Context: an optimization exercise on an open-source flow, tuned for small area and a short achievable clock period. The choices shown serve that exercise and are no tape-out recipe. Only simulation tests tie the RTL to the original design; equivalence was not proved.

==> inputs of v7 <==
// conv2d
module conv2d (clk, reset, valid_in, data_in, kernel_in, load_kernel_done, data_out, valid_out, lf_done);
input clk, reset, valid_in;
input [31:0] data_in, kernel_in;
output load_kernel_done, valid_out;
output [31:0] data_out;
output lf_done;
wire [31:0] w1, w2, w3, w4, w5, w6, w7, w8, w9;
wire [46*9-1:0] k;
wire win;
reg win_q;
counter cnt(.clk(clk), .reset(reset), .acc(valid_in), .lf_done(lf_done), .win(win));
always @(posedge clk) win_q <= reset & win;
double_linebuffer dblb(.clk(clk), .reset(reset), .valid_in(valid_in), .in(data_in),
	.w1(w1), .w2(w2), .w3(w3), .w4(w4), .w5(w5), .w6(w6), .w7(w7), .w8(w8), .w9(w9));
kernel ker1(.clk(clk), .reset(reset), .kernel_in(kernel_in), .load_kernel_done(load_kernel_done), .k(k));
alu alu1(.clk(clk), .reset(reset), .enable(win_q), .w1(w1), .w2(w2), .w3(w3), .w4(w4), .w5(w5),
	.w6(w6), .w7(w7), .w8(w8), .w9(w9), .k(k), .out(data_out), .valid_out(valid_out));
endmodule
Settings: LEC_CHECK=0, ABC_AREA=1, CAP_MARGIN=50, CORE_MARGIN=2, CORE_UTILIZATION=55, CTS_CLUSTER_DIAMETER=80, CTS_CLUSTER_SIZE=20, PLACE_DENSITY=0.66, SETUP_SLACK_MARGIN=5, SLEW_MARGIN=65; clock period 11.0 ns.
standard.sh (not shown) runs the stock make flow with config.mk's settings and CLKGATE_MAP_FILE= SYNTH_SCRIPT=/design/flow/synth_recipe.tcl, a recipe that flattens the netlist after the stock synthesis.
==> flow/flow/run.sh <==
#!/bin/bash
# Own layout flow: the standard flow (standard.sh) on all steps, with
# - a full-adder polarity pass at the start of floorplan (flow/pol.tcl) that
#   removes inverters Yosys's full-adder extraction leaves between adder cells,
# - port buffers of type buf_4 (the default picks a slow delay cell),
# - clock tree synthesis without dummy loads, with 24-sink clusters,
# - timing repair allowed to resize cells across footprints, aimed at a setup
#   target tighter than the 11 ns clock needs, so the achieved period improves.
# Each step's full log stays in orfs/logs/; make's own output goes to make.log.
set -euo pipefail
bash standard.sh MATCH_CELL_FOOTPRINT=0 SETUP_SLACK_MARGIN=7.5 \
  "PRE_FLOORPLAN_TCL=$PWD/flow/pol.tcl" \
  "BUFFER_PORTS_ARGS=-buffer_cell sky130_fd_sc_hd__buf_4" \
  "CTS_ARGS=-sink_clustering_enable -repair_clock_nets -dont_use_dummy_load -sink_clustering_size 24 -sink_clustering_max_diameter 80" \
  finish > make.log 2>&1
Other scripts of this flow, unchanged in this note and not shown: flow/flow/pol.tcl
==> inputs of v19, as changes to v7 <==
--- a/flow/design.v
+++ b/flow/design.v
@@ -100,16 +100,17 @@
 input clk;
 input [45:0] k;    
 input [31:0] w;
 output reg [33:0] p;
 wire z = k[36] | ~|w[30:0];
 wire sg = k[45] ^ w[31];
 wire [7:0] ke = k[44:37];
 wire [7:0] e0 = ke + w[30:23] + 8'd129;   
+wire [7:0] e1 = ke + w[30:23] + 8'd130;   
 wire [24:0] x = {2'b01, w[22:0]};
 wire one0 = k[0];
 wire two0 = k[12];
 wire neg0 = k[24];
 wire pp0_0 = ((one0 & x[0]) | (two0 & 1'b0)) ^ neg0;
 wire pp0_1 = ((one0 & x[1]) | (two0 & x[0])) ^ neg0;
 wire pp0_2 = ((one0 & x[2]) | (two0 & x[1])) ^ neg0;
 wire pp0_3 = ((one0 & x[3]) | (two0 & x[2])) ^ neg0;
@@ -954,17 +955,17 @@
 wire t_t498 = (pp11_21 & t_t414) | (pp11_21 & t_t412) | (t_t414 & t_t412);
 wire t_t499 = pp10_24 ^ pp11_22 ^ t_t417;
 wire t_t500 = (pp10_24 & pp11_22) | (pp10_24 & t_t417) | (pp11_22 & t_t417);
 wire t_t501 = x[21] ^ nn10 ^ t_t418;
 wire t_t502 = (x[21] & nn10) | (x[21] & t_t418) | (nn10 & t_t418);
 wire t_t503 = 1'b1 ^ x[22];
 wire t_t504 = 1'b1 & x[22];
 reg r_z, r_s;
-reg [7:0] r_e0;
+reg [7:0] r_e0, r_e1;
 reg c0_0;
 reg c0_1;
 reg c1_2;
 reg c2_3;
 reg c2_4;
 reg c2_5;
 reg c3_6;
 reg c3_7;
@@ -1098,16 +1099,17 @@
 reg c46_135;
 reg c46_136;
 reg c47_137;
 reg c47_138;
 always @(posedge clk) begin
 	r_z <= z;
 	r_s <= sg;
 	r_e0 <= e0;
+	r_e1 <= e1;
 	c0_0 <= neg0;
 	c0_1 <= pp0_0;
 	c1_2 <= pp0_1;
 	c2_3 <= neg1;
 	c2_4 <= pp0_2;
 	c2_5 <= pp1_0;
 	c3_6 <= pp0_3;
 	c3_7 <= pp1_1;
@@ -1333,19 +1335,18 @@
 wire u_t88 = (c45_131 & c45_132) | (c45_131 & c45_133) | (c45_132 & c45_133);
 wire u_t89 = c46_134 ^ c46_135 ^ c46_136;
 wire u_t90 = (c46_134 & c46_135) | (c46_134 & c46_136) | (c46_135 & c46_136);
 wire u_t91 = 1'b1 ^ c47_137 ^ c47_138;
 wire u_t92 = (1'b1 & c47_137) | (1'b1 & c47_138) | (c47_137 & c47_138);
 wire [47:0] ra = {u_t91, u_t89, u_t87, u_t85, u_t83, u_t81, u_t79, u_t77, u_t75, u_t73, u_t71, u_t69, u_t67, u_t65, u_t63, u_t61, u_t59, u_t57, u_t55, u_t53, u_t51, u_t49, u_t47, u_t45, u_t43, u_t41, u_t39, u_t37, u_t35, u_t33, u_t31, u_t29, u_t27, u_t25, u_t23, u_t21, u_t19, u_t17, u_t15, u_t13, u_t11, u_t9, u_t7, u_t5, u_t3, u_t1, c1_2, c0_0};
 wire [47:0] rb = {u_t90, u_t88, u_t86, u_t84, u_t82, u_t80, u_t78, u_t76, u_t74, u_t72, u_t70, u_t68, u_t66, u_t64, u_t62, u_t60, u_t58, u_t56, u_t54, u_t52, u_t50, u_t48, u_t46, u_t44, u_t42, u_t40, u_t38, u_t36, u_t34, u_t32, u_t30, u_t28, u_t26, u_t24, u_t22, u_t20, u_t18, u_t16, u_t14, u_t12, u_t10, u_t8, u_t6, u_t4, u_t2, c2_5, 1'b0, c0_1};
 wire [47:0] m = ra + rb;
-wire [7:0] e1s = r_e0 + 8'd1;
 always @(posedge clk)
-	p <= r_z ? 34'd0 : {r_s, m[47] ? e1s : r_e0, m[47:23]};
+	p <= r_z ? 34'd0 : {r_s, m[47] ? r_e1 : r_e0, m[47:23]};
 endmodule
 module fp_add_p (clk, A, B, C);
 input clk;
 input [33:0] A, B;
 output reg [31:0] C;
 wire [31:0] a = {A[33:25], A[24] ? A[23:1] : A[22:0]};
 wire [31:0] b = {B[33:25], B[24] ? B[23:1] : B[22:0]};
 wire bz = ~|a & ~|b;
@@ -1952,16 +1953,17 @@
 module conv2d (clk, reset, valid_in, data_in, kernel_in, load_kernel_done, data_out, valid_out, lf_done);
 input clk, reset, valid_in;
 input [31:0] data_in, kernel_in;
 output load_kernel_done, valid_out;
 output [31:0] data_out;
 output lf_done;
 wire [31:0] w1, w2, w3, w4, w5, w6, w7, w8, w9;
 wire [46*9-1:0] k;
+wire [31:0] alu_out;
 wire win;
 reg win_q;
 counter cnt(.clk(clk), .reset(reset), .acc(valid_in), .lf_done(lf_done), .win(win));
 always @(posedge clk) win_q <= reset & win;
 double_linebuffer dblb(.clk(clk), .reset(reset), .valid_in(valid_in), .in(data_in),
 	.w1(w1), .w2(w2), .w3(w3), .w4(w4), .w5(w5), .w6(w6), .w7(w7), .w8(w8), .w9(w9));
 kernel ker1(.clk(clk), .reset(reset), .kernel_in(kernel_in), .load_kernel_done(load_kernel_done), .k(k));
 alu alu1(.clk(clk), .reset(reset), .enable(win_q), .w1(w1), .w2(w2), .w3(w3), .w4(w4), .w5(w5),
==> flow/flow/run.sh (replaced) <==
#!/bin/bash
# Own layout flow: the standard flow (standard.sh) on all steps, with
# - a full-adder polarity pass at the start of floorplan (flow/pol.tcl) that
#   removes inverters Yosys's full-adder extraction leaves between adder cells,
# - port buffers of type buf_4 (the default picks a slow delay cell),
# - clock tree synthesis without dummy loads, with 20-sink clusters,
# - timing repair allowed to resize cells across footprints, aimed at a setup
#   target tighter than the 11 ns clock needs, so the achieved period improves.
# Each step's full log stays in orfs/logs/; make's own output goes to make.log.
set -euo pipefail
bash standard.sh MATCH_CELL_FOOTPRINT=0 SETUP_SLACK_MARGIN=7.0 \
  "PRE_FLOORPLAN_TCL=$PWD/flow/pol.tcl" \
  "BUFFER_PORTS_ARGS=-buffer_cell sky130_fd_sc_hd__buf_4" \
  "CTS_ARGS=-sink_clustering_enable -repair_clock_nets -dont_use_dummy_load -sink_clustering_size 20 -sink_clustering_max_diameter 80" \
  finish > make.log 2>&1
CORE_UTILIZATION = 50   (was 55)
PLACE_DENSITY = 0.62   (was 0.66)
==> inputs of v35, as changes to v7 <==
--- a/flow/design.v
+++ b/flow/design.v
@@ -100,16 +100,17 @@
 input clk;
 input [45:0] k;    
 input [31:0] w;
 output reg [33:0] p;
 wire z = k[36] | ~|w[30:0];
 wire sg = k[45] ^ w[31];
 wire [7:0] ke = k[44:37];
 wire [7:0] e0 = ke + w[30:23] + 8'd129;   
+wire [7:0] e1 = ke + w[30:23] + 8'd130;   
 wire [24:0] x = {2'b01, w[22:0]};
 wire one0 = k[0];
 wire two0 = k[12];
 wire neg0 = k[24];
 wire pp0_0 = ((one0 & x[0]) | (two0 & 1'b0)) ^ neg0;
 wire pp0_1 = ((one0 & x[1]) | (two0 & x[0])) ^ neg0;
 wire pp0_2 = ((one0 & x[2]) | (two0 & x[1])) ^ neg0;
 wire pp0_3 = ((one0 & x[3]) | (two0 & x[2])) ^ neg0;
@@ -954,17 +955,17 @@
 wire t_t498 = (pp11_21 & t_t414) | (pp11_21 & t_t412) | (t_t414 & t_t412);
 wire t_t499 = pp10_24 ^ pp11_22 ^ t_t417;
 wire t_t500 = (pp10_24 & pp11_22) | (pp10_24 & t_t417) | (pp11_22 & t_t417);
 wire t_t501 = x[21] ^ nn10 ^ t_t418;
 wire t_t502 = (x[21] & nn10) | (x[21] & t_t418) | (nn10 & t_t418);
 wire t_t503 = 1'b1 ^ x[22];
 wire t_t504 = 1'b1 & x[22];
 reg r_z, r_s;
-reg [7:0] r_e0;
+reg [7:0] r_e0, r_e1;
 reg c0_0;
 reg c0_1;
 reg c1_2;
 reg c2_3;
 reg c2_4;
 reg c2_5;
 reg c3_6;
 reg c3_7;
@@ -1098,16 +1099,17 @@
 reg c46_135;
 reg c46_136;
 reg c47_137;
 reg c47_138;
 always @(posedge clk) begin
 	r_z <= z;
 	r_s <= sg;
 	r_e0 <= e0;
+	r_e1 <= e1;
 	c0_0 <= neg0;
 	c0_1 <= pp0_0;
 	c1_2 <= pp0_1;
 	c2_3 <= neg1;
 	c2_4 <= pp0_2;
 	c2_5 <= pp1_0;
 	c3_6 <= pp0_3;
 	c3_7 <= pp1_1;
@@ -1333,19 +1335,18 @@
 wire u_t88 = (c45_131 & c45_132) | (c45_131 & c45_133) | (c45_132 & c45_133);
 wire u_t89 = c46_134 ^ c46_135 ^ c46_136;
 wire u_t90 = (c46_134 & c46_135) | (c46_134 & c46_136) | (c46_135 & c46_136);
 wire u_t91 = 1'b1 ^ c47_137 ^ c47_138;
 wire u_t92 = (1'b1 & c47_137) | (1'b1 & c47_138) | (c47_137 & c47_138);
 wire [47:0] ra = {u_t91, u_t89, u_t87, u_t85, u_t83, u_t81, u_t79, u_t77, u_t75, u_t73, u_t71, u_t69, u_t67, u_t65, u_t63, u_t61, u_t59, u_t57, u_t55, u_t53, u_t51, u_t49, u_t47, u_t45, u_t43, u_t41, u_t39, u_t37, u_t35, u_t33, u_t31, u_t29, u_t27, u_t25, u_t23, u_t21, u_t19, u_t17, u_t15, u_t13, u_t11, u_t9, u_t7, u_t5, u_t3, u_t1, c1_2, c0_0};
 wire [47:0] rb = {u_t90, u_t88, u_t86, u_t84, u_t82, u_t80, u_t78, u_t76, u_t74, u_t72, u_t70, u_t68, u_t66, u_t64, u_t62, u_t60, u_t58, u_t56, u_t54, u_t52, u_t50, u_t48, u_t46, u_t44, u_t42, u_t40, u_t38, u_t36, u_t34, u_t32, u_t30, u_t28, u_t26, u_t24, u_t22, u_t20, u_t18, u_t16, u_t14, u_t12, u_t10, u_t8, u_t6, u_t4, u_t2, c2_5, 1'b0, c0_1};
 wire [47:0] m = ra + rb;
-wire [7:0] e1s = r_e0 + 8'd1;
 always @(posedge clk)
-	p <= r_z ? 34'd0 : {r_s, m[47] ? e1s : r_e0, m[47:23]};
+	p <= r_z ? 34'd0 : {r_s, m[47] ? r_e1 : r_e0, m[47:23]};
 endmodule
 module fp_add_p (clk, A, B, C);
 input clk;
 input [33:0] A, B;
 output reg [31:0] C;
 wire [31:0] a = {A[33:25], A[24] ? A[23:1] : A[22:0]};
 wire [31:0] b = {B[33:25], B[24] ? B[23:1] : B[22:0]};
 wire bz = ~|a & ~|b;
@@ -1952,16 +1953,17 @@
 module conv2d (clk, reset, valid_in, data_in, kernel_in, load_kernel_done, data_out, valid_out, lf_done);
 input clk, reset, valid_in;
 input [31:0] data_in, kernel_in;
 output load_kernel_done, valid_out;
 output [31:0] data_out;
 output lf_done;
 wire [31:0] w1, w2, w3, w4, w5, w6, w7, w8, w9;
 wire [46*9-1:0] k;
+wire [31:0] alu_out;
 wire win;
 reg win_q;
 counter cnt(.clk(clk), .reset(reset), .acc(valid_in), .lf_done(lf_done), .win(win));
 always @(posedge clk) win_q <= reset & win;
 double_linebuffer dblb(.clk(clk), .reset(reset), .valid_in(valid_in), .in(data_in),
 	.w1(w1), .w2(w2), .w3(w3), .w4(w4), .w5(w5), .w6(w6), .w7(w7), .w8(w8), .w9(w9));
 kernel ker1(.clk(clk), .reset(reset), .kernel_in(kernel_in), .load_kernel_done(load_kernel_done), .k(k));
 alu alu1(.clk(clk), .reset(reset), .enable(win_q), .w1(w1), .w2(w2), .w3(w3), .w4(w4), .w5(w5),
==> flow/flow/run.sh (replaced) <==
#!/bin/bash
# Own layout flow: the standard flow (standard.sh) on all steps, with
# - a full-adder polarity pass at the start of floorplan (flow/pol.tcl) that
#   removes inverters Yosys's full-adder extraction leaves between adder cells,
# - port buffers of type buf_4 (the default picks a slow delay cell),
# - clock tree synthesis without dummy loads, with 20-sink clusters,
# - timing repair allowed to resize cells across footprints, aimed at a setup
#   target tighter than the 11 ns clock needs, so the achieved period improves.
# Each step's full log stays in orfs/logs/; make's own output goes to make.log.
set -euo pipefail
bash standard.sh MATCH_CELL_FOOTPRINT=0 SETUP_SLACK_MARGIN=7.5 \
  "PRE_FLOORPLAN_TCL=$PWD/flow/pol.tcl" \
  "BUFFER_PORTS_ARGS=-buffer_cell sky130_fd_sc_hd__buf_4" \
  "CTS_ARGS=-sink_clustering_enable -repair_clock_nets -dont_use_dummy_load -sink_clustering_size 20 -sink_clustering_max_diameter 80" \
  finish > make.log 2>&1
CORE_UTILIZATION = 58   (was 55)
PLACE_DENSITY = 0.69   (was 0.66)
==> flow_summary.toml <==
[status]
status = "timing/DRC/antenna clean"

[place]
place.gp.congestion = 0.9797
dpl_worst_slack_ns = 7.166
dpl.cell_count = 44690

[route]
drtIter0Drc = 26642
drt_first_pass_iters = 8

[final_layout]
nClkBuffers = 403
regArea_sq_mm = 0.1388
multi_input_area_sq_mm = 0.1834
drive_gt1_share_pct = 5.534

[setup_path]
cp_num_cells = 10
the above is filed under v19

==> flow_summary.toml <==
[final_layout]
multi_input_area_sq_mm = 0.1837
nClkBuffers = 385
regArea_sq_mm = 0.1389
drive_gt1_share_pct = 6.464

[route]
drt_first_pass_iters = 10
drtIter0Drc = 30282

[setup_path]
endpoint_kind = "output port"
cp_num_cells = 1

[place]
dpl.cell_count = 43407
place.gp.congestion = 0.9985
place_area_sq_mm = 0.3521
dpl_worst_slack_ns = 7.131

[status]
status = "timing/DRC/antenna clean"

[timing]
finalSetupViolCount = 0
hold_viol = 0
the above is filed under v35

==> flow_summary.toml <==
[place]
dpl.cell_count = 43402

[final_layout]
multi_input_area_sq_mm = 0.1831
nClkBuffers = 359
regArea_sq_mm = 0.1374

[route]
drtIter0Drc = 29985
drt_first_pass_iters = 7

[worst_hold_path]
min_path_type = "register to register"

[timing]
fin_hold_ws_ns = 0.2954

[status]
status = "timing/DRC/antenna clean"

[synth]
yosys_warnings = 13

[clocking]
cts_resized = 262

[setup_path]
cp_num_cells = 1
the above is filed under v7

port drivers added, routing unchanged:
Ports are ideal in the flow. The routed layouts listed here were re-timed in OpenROAD. Step 1 assumes that a clkbuf_16 drives the clock port and a buf_2 every other input. Step 2 adds t to the input delays and takes it off the output delays; t is the mean of the earliest and latest rising clock arrival at the registers after step 1. Input paths then give back, and output paths get back, about the clock's delay inside the block. Slacks: no drivers / after step 1 / after step 2; pairs: no drivers / after step 1.
run | t (ns) | slack for setup (ns) | hold WS [ns] | slew at the worst register clock pin (ns) | worst slew at a driven data input, ns
v7 | 1.174 | 7.328 / 7.192 / 7.462 | 0.295 / 0.295 / 0.295 | 0.10 / 0.10 | 0.15
v19 | 1.179 | 7.064 / 7.064 / 7.064 | 0.293 / 0.293 / 0.293 | 0.09 / 0.09 | 0.22
v35 | 1.191 | 7.286 / 7.151 / 7.500 | 0.282 / 0.282 / 0.282 | 0.12 / 0.12 | 0.14
After both steps setup and hold are still met in every run listed.
